What follows belongs to an exercise in optimizing a design on an open flow for small area, a short achievable clock period and few clock cycles per item; a production flow would make more cautious choices.
The RTL was checked by simulation tests, not by an equivalence proof against the original design.

==> run a: inputs <==
Design systolic_array_mat_mult_8x8, start of the top module:
module systolic_array_mat_mult_8x8 (
    input logic clk,
    input logic rst,
    input logic start,
    output logic done,
    output logic ready,
    input logic a_valid,
    output logic a_ready,
    input logic [63:0] a_in,
    input logic b_valid,
    output logic b_ready,
    input logic [63:0] b_in,
    output logic c_valid,
    input logic c_ready,
    output logic [255:0] c_out
);
==> flow/config.mk <==
export PLATFORM = sky130hd
export DESIGN_NAME = systolic_array_mat_mult_8x8
export DESIGN_NICKNAME = systolic_array_mat_mult_8x8
export VERILOG_FILES = /design/flow/design.v
export SDC_FILE = /design/flow/constraint.sdc
export NUM_CORES = 4
export LEC_CHECK = 0
export CAP_MARGIN = 20
export CORE_MARGIN = 2
export CORE_UTILIZATION = 40
export GPL_ROUTABILITY_DRIVEN = 0
export GPL_TIMING_DRIVEN = 0
export SLEW_MARGIN = 20
==> flow/constraint.sdc <==
create_clock -name core_clock -period 10.0 [get_ports {clk}]
set_input_delay 2.0000 -clock core_clock [delete_from_list [all_inputs] [get_ports {clk}]]
set_output_delay 2.0000 -clock core_clock [all_outputs]
set_load 0.01 [all_outputs]
standard.sh (not shown) runs the stock make flow with config.mk's settings and CLKGATE_MAP_FILE= SYNTH_SCRIPT=/design/flow/synth_recipe.tcl, a recipe that flattens the netlist after the stock synthesis.
==> flow/flow/run.sh <==
#!/bin/bash
# Layout flow: the standard flow, with one extra step after synthesis that
# removes redundant inverters around full adders (fixinv.py), and with repair
# aimed at a tighter setup margin than the default. The clock and SDC are the standard flow's.
set -euo pipefail
MARGIN=${MARGIN:-6.3}
LIB=$FLOW_HOME/platforms/sky130hd/lib/sky130_fd_sc_hd__tt_025C_1v80.lib
R=orfs/results/sky130hd/systolic_array_mat_mult_8x8/base

bash standard.sh SETUP_SLACK_MARGIN=$MARGIN synth > log_1_synth.txt 2>&1

# cells the netlist may use instead of their complements (not don't-use ones)
grep -o 'cell ("sky130_fd_sc_hd__[a-z0-9_]*")' $LIB | sed 's/cell ("//;s/")//' \
  | grep -v -e lpflow -e probe > avail_cells.txt
yosys -p "read_liberty -lib $LIB; read_verilog $R/1_2_yosys.v; write_json fix_in.json" > log_2_fix_read.txt 2>&1
python3 flow/fixinv.py fix_in.json fix_out.json avail_cells.txt > log_3_fixinv.txt 2>&1
cp $R/1_2_yosys.v synth_before_fix.v
yosys -p "read_liberty -lib $LIB; read_json fix_out.json; write_verilog -noattr -nohex -nodec $R/1_2_yosys.v" > log_4_fix_write.txt 2>&1
rm -f fix_in.json fix_out.json
rm -f $R/1_synth.odb $R/1_synth.sdc

bash standard.sh SETUP_SLACK_MARGIN=$MARGIN > log_5_layout.txt 2>&1
Other scripts of this flow, unchanged in this note and not shown: flow/flow/fixinv.py
==> run b: changes against run a <==
--- a/flow/design.v
+++ b/flow/design.v
@@ -1,13 +1,13 @@
 module dot8 (
   input  logic clk,
   input  logic [31:0] neg,
   input  logic [31:0] one,
   input  logic [31:0] two,
   input  logic [63:0] b,
-  output logic [18:0] y
+  output logic [19:0] y
 );
   logic p1;
   logic p2;
   logic p3;
   logic p4;
   logic p5;
@@ -1003,13 +1003,13 @@
   logic s995;
   logic c996;
   logic s997;
   logic c998;
   logic s999;
   logic c1000;
-  logic [18:0] r1, r2;
+  logic [19:0] r1, r2;
   assign p1 = ((b[0] & one[0])) ^ neg[0];
   assign p2 = ((b[1] & one[0]) | (b[0] & two[0])) ^ neg[0];
   assign p3 = ((b[2] & one[0]) | (b[1] & two[0])) ^ neg[0];
   assign p4 = ((b[3] & one[0]) | (b[2] & two[0])) ^ neg[0];
   assign p5 = ((b[4] & one[0]) | (b[3] & two[0])) ^ neg[0];
   assign p6 = ((b[5] & one[0]) | (b[4] & two[0])) ^ neg[0];
@@ -2006,14 +2006,14 @@
     m866 <= c684;
     m867 <= c686;
     m868 <= c770;
     m869 <= c772;
     m870 <= c774;
   end
-  assign r1 = {1'b1, c966, c998, c996, c994, c992, c990, c988, c986, c984, c982, c980, c978, c976, c974, c972, c970, c968, s933};
-  assign r2 = {1'b0, c1000, s999, s997, s995, s993, s991, s989, s987, s985, s983, s981, s979, s977, s975, s973, s971, s969, s967};
+  assign r1 = {1'b1, 1'b1, c966, c998, c996, c994, c992, c990, c988, c986, c984, c982, c980, c978, c976, c974, c972, c970, c968, s933};
+  assign r2 = {1'b0, 1'b0, c1000, s999, s997, s995, s993, s991, s989, s987, s985, s983, s981, s979, s977, s975, s973, s971, s969, s967};
   assign y = r1 + r2;
 endmodule
 module a_transposer (
     input  logic        clk,
     input  logic        rst,
     input  logic        push,       
@@ -2117,13 +2117,13 @@
 endmodule
 module eight_x_eight (
     input  logic             clk,
     input  logic             load_row,    
     input  logic [63:0]      row,
     input  logic [7:0][63:0] b_act,       
-    output logic [7:0][18:0] c_row        
+    output logic [7:0][19:0] c_row        
 );
     logic [31:0] neg_d, one_d, two_d;
     logic [31:0] neg_r, one_r, two_r;
     row_encoder enc (.row(row), .neg(neg_d), .one(one_d), .two(two_d));
     always_ff @(posedge clk) begin
         if (load_row) begin
@@ -2143,59 +2143,63 @@
 endmodule
 module out_queue (
     input  logic             clk,
     input  logic             rst,
     input  logic             in_valid,
     input  logic             in_first,    
-    input  logic [7:0][18:0] in_data,
+    input  logic [7:0][19:0] in_data,     
     input  logic             c_ready,
+    input  logic             s1_v,        
+    output logic             credit,      
     output logic             c_valid,
     output logic             done,
-    output logic [1:0]       used_n,      
     output logic [255:0]     c_out
 );
-    logic [2:0]            v, f;
-    logic [2:0][7:0][18:0] e;
+    logic [1:0]            v, f;
+    logic [1:0][7:0][19:0] e;
     logic                  take;
-    logic [2:0]            vs, fs;        
-    logic [2:0]            vn, fn;
+    logic [1:0]            vs, fs;        
+    logic [1:0]            vn, fn;
     logic                  new_head;
+    logic                  c_a, c_b;      
     assign take = v[0] & c_ready;
     always_comb begin
-        vs = take ? {1'b0, v[2:1]} : v;
-        fs = take ? {1'b0, f[2:1]} : f;
+        vs = take ? {1'b0, v[1]} : v;
+        fs = take ? {1'b0, f[1]} : f;
         vn = vs;
         fn = fs;
         if (in_valid) begin
-            if (!vs[0])      begin vn[0] = 1'b1; fn[0] = in_first; end
-            else if (!vs[1]) begin vn[1] = 1'b1; fn[1] = in_first; end
-            else             begin vn[2] = 1'b1; fn[2] = in_first; end
+            if (!vs[0]) begin vn[0] = 1'b1; fn[0] = in_first; end
+            else        begin vn[1] = 1'b1; fn[1] = in_first; end
         end
         new_head = vn[0] & (take | ~v[0]);
     end
+    assign credit = c_a | (c_b & c_ready);
     always_ff @(posedge clk or posedge rst) begin
         if (rst) begin
             v    <= '0;
             f    <= '0;
             done <= 1'b0;
+            c_a  <= 1'b1;
+            c_b  <= 1'b0;
         end else begin
             v    <= vn;
             f    <= fn;
             done <= new_head & fn[0];
+            c_a  <= ~vn[0] | (~vn[1] & ~s1_v);
+            c_b  <= (~vn[1] & s1_v) | (vn[1] & ~s1_v);
         end
     end
     always_ff @(posedge clk) begin
         if (take | ~v[0]) e[0] <= (take & v[1]) ? e[1] : in_data;
-        if (take | ~v[1]) e[1] <= (take & v[2]) ? e[2] : in_data;
-        if (take | ~v[2]) e[2] <= in_data;
+        if (take | ~v[1]) e[1] <= in_data;
     end
     assign c_valid = v[0];
-    assign used_n  = {1'b0, vn[0]} + {1'b0, vn[1]} + {1'b0, vn[2]};
     always_comb begin
         for (int j = 0; j < 8; j++)
-            c_out[32*j +: 32] = {{13{e[0][j][18]}}, e[0][j]};
+            c_out[32*j +: 32] = {{6{e[0][j][18]}}, {7{e[0][j][19]}}, e[0][j][18:0]};
     end
 endmodule
 module systolic_array_mat_mult_8x8 (
     input logic clk,
     input logic rst,
     input logic start,
@@ -2221,15 +2225,14 @@
     logic [3:0] stg_cnt, act_left;     
     logic [3:0] stg_cnt_n, act_left_n;
     logic       stg7, stg8, act0, act1;  
     logic       credit;                
     logic       swap;
     logic       s0_v, s0_first, s1_v, s1_first, xfer;
-    logic [1:0] o_used_n;
     logic [7:0][63:0] b_act;
-    logic [7:0][18:0] c_row;
+    logic [7:0][19:0] c_row;
     assign start_hs = start & ready_r;
     assign push     = a_valid & b_valid & ab_ready_r;
     assign xfer = s0_v & ~act0 & credit;
     assign pop  = row_avail & (~s0_v | xfer);
     assign swap = (stg8 | (stg7 & push)) & (act0 | (act1 & xfer));
     assign stg_cnt_n  = swap ? 4'd0 : stg_cnt + {3'd0, push};
@@ -2244,13 +2247,12 @@
             stg_cnt    <= '0;
             act_left   <= '0;
             stg7       <= 1'b0;
             stg8       <= 1'b0;
             act0       <= 1'b1;
             act1       <= 1'b0;
-            credit     <= 1'b1;
             s0_v       <= 1'b0;
             s0_first   <= 1'b0;
             s1_v       <= 1'b0;
             s1_first   <= 1'b0;
         end else begin
             loading    <= loading_n;
@@ -2259,13 +2261,12 @@
             stg_cnt    <= stg_cnt_n;
             act_left   <= act_left_n;
             stg7       <= (stg_cnt_n == 4'd7);
             stg8       <= (stg_cnt_n == 4'd8);
             act0       <= (act_left_n == 4'd0);
             act1       <= (act_left_n == 4'd1);
-            credit     <= ({1'b0, o_used_n} + {2'b0, xfer}) <= 3'd2;
             ab_ready_r <= loading_n & q_room_n & (stg_cnt_n != 4'd8);
             if (pop) begin
                 s0_v     <= 1'b1;
                 s0_first <= row_first;
             end else if (xfer) begin
                 s0_v     <= 1'b0;
@@ -2289,10 +2290,11 @@
     eight_x_eight dp (
         .clk(clk), .load_row(pop), .row(row), .b_act(b_act), .c_row(c_row)
     );
     out_queue oq (
         .clk(clk), .rst(rst),
         .in_valid(s1_v), .in_first(s1_first), .in_data(c_row),
-        .c_ready(c_ready), .c_valid(c_valid), .done(done), .used_n(o_used_n),
+        .c_ready(c_ready), .s1_v(xfer), .credit(credit),
+        .c_valid(c_valid), .done(done),
         .c_out(c_out)
     );
 endmodule
--- a/flow/flow/run.sh
+++ b/flow/flow/run.sh
@@ -1,12 +1,12 @@
 #!/bin/bash
 # Layout flow: the standard flow, with one extra step after synthesis that
 # removes redundant inverters around full adders (fixinv.py), and with repair
 # aimed at a tighter setup margin than the default. The clock and SDC are the standard flow's.
 set -euo pipefail
-MARGIN=${MARGIN:-6.3}
+MARGIN=${MARGIN:-5.9}
 LIB=$FLOW_HOME/platforms/sky130hd/lib/sky130_fd_sc_hd__tt_025C_1v80.lib
 R=orfs/results/sky130hd/systolic_array_mat_mult_8x8/base
 
 bash standard.sh SETUP_SLACK_MARGIN=$MARGIN synth > log_1_synth.txt 2>&1
 
 # cells the netlist may use instead of their complements (not don't-use ones)
--- a/flow/config.mk
+++ b/flow/config.mk
@@ -5,9 +5,10 @@
 export SDC_FILE = /design/flow/constraint.sdc
 export NUM_CORES = 4
 export LEC_CHECK = 0
 export CAP_MARGIN = 20
 export CORE_MARGIN = 2
 export CORE_UTILIZATION = 40
-export GPL_ROUTABILITY_DRIVEN = 0
-export GPL_TIMING_DRIVEN = 0
+export GPL_ROUTABILITY_DRIVEN = 1
+export GPL_TIMING_DRIVEN = 1
+export PLACE_DENSITY = 0.5
 export SLEW_MARGIN = 20
==> comparison table <==
| quantity | run a | run b |
|---|---|---|
| Mapped cell area | 189000 um2 | 183000 um2 |
| Run status | did not finish | timing/DRC/antenna clean |
| Failing step | 5_1_grt | - |
| Die X | 692 um | 681 um |
| Initial standard-cell utilization of the core | 40.2% | 40.2% |
| Max Buffers Root-to-Sink | 4 | 4 |
| # hold bufs at CTS | 0 | 0 |
| Core Rows | 252 | 248 |
| Number of clock buffers inserted by TritonCTS | 320 | 318 |
| CTS H-tree lvls | 5 | 5 |
| Number of buffer cells added on primary ports | 393 | 394 |
| CTS-repair resized insts | 4289 | 440 |
| Post-Place Cell Area | 203000 um2 | 190000 um2 |
| Count of yosys warnings during synthesis | 7 | 7 |
| Total instance count after detailed placement | 22631 | 20508 |
| Net Count, Synth | 18599 | 18090 |
| Detailed placer's ending HPWL | 814 mm | 590 mm |
| Mean post-synth cell area | 11.9 um2 | 11.9 um2 |
| Die height | 692 um | 681 um |
| Clk Tree Root Cell | sky130_fd_sc_hd__clkbuf_16 | sky130_fd_sc_hd__clkbuf_16 |
| Post-Place Setup Slack | 2.91 ns | 3.51 ns |
| I/O pin count | 395 | 395 |
| Buffer count from post-CTS setup fixing | 385 | 82 |
| Count of mapped cells out of synthesis | 15937 | 15431 |
Testbench counts of run a, summed over its fixed seeds: cycles 908, matrices 96.
Testbench counts of run b, summed over its fixed seeds: cycles 908, matrices 96.

-- port drivers added, routing unchanged --
No port has a modelled driver above. Below, the same layout with a new extraction and two added sets of constraints.
Step 1 (the two cells are an assumption about what drives the block):
set clk [get_ports {clk}]
set_driving_cell -lib_cell sky130_fd_sc_hd__clkbuf_16 $clk
set_driving_cell -lib_cell sky130_fd_sc_hd__buf_2 [delete_from_list [all_inputs] $clk]
Step 2 adds t to the input delays and takes it off the output delays; t is the mean of the earliest and latest rising clock arrival at the registers after step 1. Input paths then give back, and output paths get back, about the clock's delay inside the block.
Three values: ideal ports, drivers, drivers and shift; two values: the first two.
run: run b
t (ns): 1.118
setup WS [ns]: 5.680 / 5.680 / 4.916
slew at the worst register clock pin (ns): 0.07 / 0.07
cell pins on the clock port's net: 1
After both steps setup and hold are still met in run b. The setup slack of run b moves by 0.000 ns with the drivers and by -0.764 ns with both steps.
